Source: an optimization exercise on an open RTL-to-GDS flow (aim: a short achievable clock period and few clock cycles). Production flows keep margins and buffers that such runs may drop. Function was checked by simulation only, so behaviour that the tests miss may differ from the original.

==> harbor: inputs <==
==> flow/design.v (excerpt) <==
module CPU(
    input clk,
    input rst_n,
    output [7:0] imem_addr,
    input [31:0] imem_rdata,
    output [7:0] dmem_addr,
    output [31:0] dmem_wdata,
    output dmem_we,
    input [31:0] dmem_rdata
);
    localparam OP_ADD = 0, OP_SUB = 1, OP_AND = 2, OP_OR = 3, OP_XOR = 4,
               OP_SLT = 5, OP_SLTU = 6, OP_SLL = 7, OP_SRL = 8, OP_SRA = 9;
    localparam L_LB = 3'd0, L_LBU = 3'd1, L_LH = 3'd2, L_LHU = 3'd3, L_LW = 3'd4;
    localparam S_SB = 2'd0, S_SH = 2'd1, S_SW = 2'd2;
    localparam B_BEQ = 3'd0, B_BNE = 3'd1, B_BLEZ = 3'd2, B_BGTZ = 3'd3,
               B_BGEZ = 3'd4, B_BLTZ = 3'd5;
    reg  [7:0]  pc;
    reg         d_v;
    reg  [31:0] d_ins;
    reg  [7:0]  d_pc;
    reg  [7:0]  d_pc1;
    reg         d_pt;
    reg         d_jp;        
    reg  [7:0]  d_jt;        
    reg  [31:0] e_a;         
    reg  [31:0] e_b;         
    reg  [31:0] e_bx;        
    reg         e_fa;        
    reg         e_fb;        
    reg         e_fbx;       
    reg  [3:0]  e_sadd;      
    reg  [31:0] e_bxs;       
    reg         e_ci;        
    reg         e_s1s;       
    reg  [3:0]  e_sslt;      
    reg  [3:0]  e_ssltu;     
    reg  [9:0]  e_op;        
    reg  [3:0]  e_slo;       
    reg  [7:0]  e_shi;       
    reg         e_samr;      
    reg         e_rw;
    reg  [4:0]  e_dst;
    reg         e_load;
    reg  [2:0]  e_ltype;
    reg         e_store;
    reg  [1:0]  e_stype;
    reg         e_br;
    reg  [2:0]  e_btype;
    reg         e_pt;
    reg         e_back;      
    reg         e_jrp;       
    reg  [7:0]  e_jt;        
    reg  [7:0]  e_pc;
  ...
==> flow/config.mk <==
export PLATFORM = sky130hd
export DESIGN_NAME = CPU
export DESIGN_NICKNAME = CPU
export VERILOG_FILES = /design/flow/design.v
export SDC_FILE = /design/flow/constraint.sdc
export NUM_CORES = 4
export LEC_CHECK = 0
export CAP_MARGIN = 20
export CORE_MARGIN = 2
export CORE_UTILIZATION = 35
export SLEW_MARGIN = 20
==> flow/constraint.sdc <==
create_clock -name core_clock -period 9.0 [get_ports {clk}]
set_input_delay 1.8000 -clock core_clock [delete_from_list [all_inputs] [get_ports {clk}]]
set_output_delay 1.8000 -clock core_clock [all_outputs]
set_load 0.01 [all_outputs]
standard.sh (not shown) runs the stock make flow with config.mk's settings and CLKGATE_MAP_FILE= SYNTH_SCRIPT=/design/flow/synth_recipe.tcl, a recipe that flattens the netlist after the stock synthesis.
==> flow/flow/run.sh <==
#!/bin/bash
# Own flow: the standard layout (standard.sh: the standard synthesis,
# floorplan, placement, CTS and routing, all unchanged) with one difference:
# repair_timing aims for a larger setup margin (SETUP_SLACK_MARGIN), so it
# keeps sizing and buffering the critical paths after the 9 ns clock is met.
# The make output goes to layout.log; ORFS keeps each step's log under orfs/logs.
set -euo pipefail
sed 's/"\${@:-finish}"/SETUP_SLACK_MARGIN=7 "${@:-finish}"/' standard.sh > standard_margin.sh
grep -q 'SETUP_SLACK_MARGIN=7 ' standard_margin.sh
bash standard_margin.sh finish > layout.log 2>&1
test -s out/final.def
==> inputs of juniper, as changes to harbor <==
--- a/flow/design.v
+++ b/flow/design.v
@@ -17,14 +17,16 @@
                B_BGEZ = 3'd4, B_BLTZ = 3'd5;
     reg  [7:0]  pc;
     reg         d_v;
     reg  [31:0] d_ins;
     reg  [7:0]  d_pc;
     reg  [7:0]  d_pc1;
     reg         d_pt;
+    reg  [31:1] d_rs_oh;     
+    reg  [31:1] d_rt_oh;
     reg         d_jp;        
     reg  [7:0]  d_jt;        
     reg  [31:0] e_a;         
     reg  [31:0] e_b;         
     reg  [31:0] e_bx;        
     reg         e_fa;        
     reg         e_fb;        
@@ -210,14 +212,16 @@
     wire bt_hit = bt_hit0 | bt_hit1;
     wire [7:0] bt_t = bt_hit0 ? bt_tgt[0] : bt_tgt[1];
     wire f_jp = f_jr & bt_hit;
     wire f_pt = f_br & (fi[15] ? ~lp_exit : ~((f_op == 6'h04) | ((f_op == 6'h01) & ~fi[16])));
     wire [7:0] f_tgt = pc1 + fi[7:0];
     wire [7:0] f_next = f_j ? fi[7:0] : (f_jp ? bt_t : (f_pt ? f_tgt : pc1));
     assign imem_addr = pc;
+    wire [31:0] f_rs_oh = 32'b1 << fi[25:21];
+    wire [31:0] f_rt_oh = 32'b1 << fi[20:16];
     wire [5:0]  op = d_ins[31:26];
     wire [4:0]  rs = d_ins[25:21];
     wire [4:0]  rt = d_ins[20:16];
     wire [4:0]  rd = d_ins[15:11];
     wire [4:0]  sh = d_ins[10:6];
     wire [5:0]  fn = d_ins[5:0];
     wire [31:0] imm = {{16{d_ins[15]}}, d_ins[15:0]};
@@ -279,16 +283,24 @@
     end
     wire [4:0] i_dst = i_rdst ? rd : rt;
     wire i_rw_nz = i_rw & (i_dst != 5'd0);
     wire m_hit_rs = m_rw & (m_dst == rs);
     wire m_hit_rt = m_rw & (m_dst == rt);
     wire w_hit_rs = w_rw & (w_dst == rs);
     wire w_hit_rt = w_rw & (w_dst == rt);
-    wire [31:0] rf_rs = (rs == 5'd0) ? 32'b0 : rf[rs];
-    wire [31:0] rf_rt = (rt == 5'd0) ? 32'b0 : rf[rt];
+    reg  [31:0] rf_rs, rf_rt;
+    integer r;
+    always @(*) begin
+        rf_rs = 32'b0;
+        rf_rt = 32'b0;
+        for (r = 1; r < 32; r = r + 1) begin
+            rf_rs = rf_rs | ({32{d_rs_oh[r]}} & rf[r]);
+            rf_rt = rf_rt | ({32{d_rt_oh[r]}} & rf[r]);
+        end
+    end
     wire [31:0] i_a = m_hit_rs ? m_wb : (w_hit_rs ? w_data : rf_rs);
     wire [31:0] i_b = m_hit_rt ? m_wb : (w_hit_rt ? w_data : rf_rt);
     wire i_fa = e_rw & (e_dst == rs);
     wire i_fb = e_rw & (e_dst == rt);
     wire i_fbx = i_fb & ~i_bimm;
     wire [3:0] i_src = {i_fa & i_fbx, i_fa & ~i_fbx, ~i_fa & i_fbx, ~i_fa & ~i_fbx};
     wire [4:0] i_amt = i_shv ? i_a[4:0] : sh;
@@ -318,14 +330,16 @@
             wd_r <= n_sbv ? merged : (mem_stall ? m_sd : rtv);
         end
     always @(posedge clk or negedge rst_n)
         if (~rst_n) begin
             pc <= 8'b0;
             d_v <= 1'b0;
             d_ins <= 32'b0;
+            d_rs_oh <= 31'b0;
+            d_rt_oh <= 31'b0;
             d_pc <= 8'b0;
             d_pc1 <= 8'b0;
             d_pt <= 1'b0;
             d_jp <= 1'b0;
             d_jt <= 8'b0;
         end else if (~mem_stall) begin
             if (redirect) begin
@@ -336,14 +350,16 @@
                 d_v <= 1'b0;
             end else if (~hz_stall) begin
                 pc <= f_next;
                 d_v <= 1'b1;
             end
             if (~hz_stall) begin
                 d_ins <= fi;
+                d_rs_oh <= f_rs_oh[31:1];
+                d_rt_oh <= f_rt_oh[31:1];
                 d_pc <= pc;
                 d_pc1 <= pc1;
                 d_pt <= f_pt;
                 d_jp <= f_jp;
                 d_jt <= bt_t;
             end
         end
==> flow/run.sh (new file) <==
#!/bin/bash
# synth_recipe.tcl (not shown) runs the flow's synth.tcl, then flattens the netlist and writes it again
# the make line also repeats each setting of config.mk as NAME=value (left out here)
make -C /OpenROAD-flow-scripts/flow DESIGN_CONFIG=/design/flow/config.mk WORK_HOME=/design/flow/orfs CLKGATE_MAP_FILE= SYNTH_SCRIPT=/design/flow/synth_recipe.tcl finish
CORE_UTILIZATION = 40   (was 35)
SETUP_SLACK_MARGIN = 5   (was not set)
removed: flow/flow/run.sh
removed: flow/standard.sh
==> results.txt <==
harbor ended with an error in global routing with GRT-0232. juniper finished clean.
Against harbor, the synthesized cell count of juniper is lower by 3.6%.
Of harbor and juniper, harbor has the higher area after synthesis (gap 1.1%, measured against juniper).
==> figures <==
| item | juniper | harbor |
|---|---|---|
| Fraction of synthesized cell area in xor and xnor cells | 2.93% | 2.91% |
| Proportion of synthesized area in mux cells | 15.6% | 16.1% |
| Number of cells upsized or downsized after cts | 159 | 2679 |
| Run status | timing/DRC/antenna clean | did not finish |
| Last stage reached | - | global routing |
| Number of library cell types mapped by synthesis | 91 | 117 |
| Post-synthesis simple-gate area fraction | 10.0% | 12.4% |
| Synthesized cell area | 92800 um2 | 93800 um2 |
| Post-synthesis instance total | 9049 | 9388 |
| Die outline height | 486 um | 522 um |
| Placement row count | 176 | 190 |
| Synthesized-area fraction occupied by ao, oa, aoi and oai cells | 19.9% | 18.8% |
| Portion of the post-synthesis area used by sequential elements | 43.4% | 41.3% |
| Num CTS Buffers | 177 | 182 |
| Horiz. Die Dim | 486 um | 522 um |
Testbench counts of harbor, summed over its fixed seeds: cycles 93,936.
Testbench counts of juniper, summed over its fixed seeds: cycles 93,936.

==> re-timing with driven ports <==
Ports are ideal in the flow. The routed layout listed here was re-timed in OpenROAD.
Step 1 sets driving cells, clkbuf_16 on the clock port and buf_2 on the other inputs (assumed; they add their load-dependent delay and slew).
Step 2 moves the port delays by t, midway between the first and last clock arrival at a register: inputs arrive t later, outputs are due t later. That takes back most of the time a late clock gives input paths.
Three values: no drivers, after step 1, after step 2; two values: the first two.
run: juniper
t (ns): 0.941
slack for setup (ns): 5.027 / 4.960 / 4.158
hold WS [ns]: 0.473 / 0.473 / 0.473
clock arrival spread, ns: 0.062 / 0.062
worst register clock-pin slew, ns: 0.08 / 0.08
After both steps juniper still meets setup and hold. For juniper, drivers alone change the setup slack by -0.067 ns; drivers and shift together by -0.869 ns.
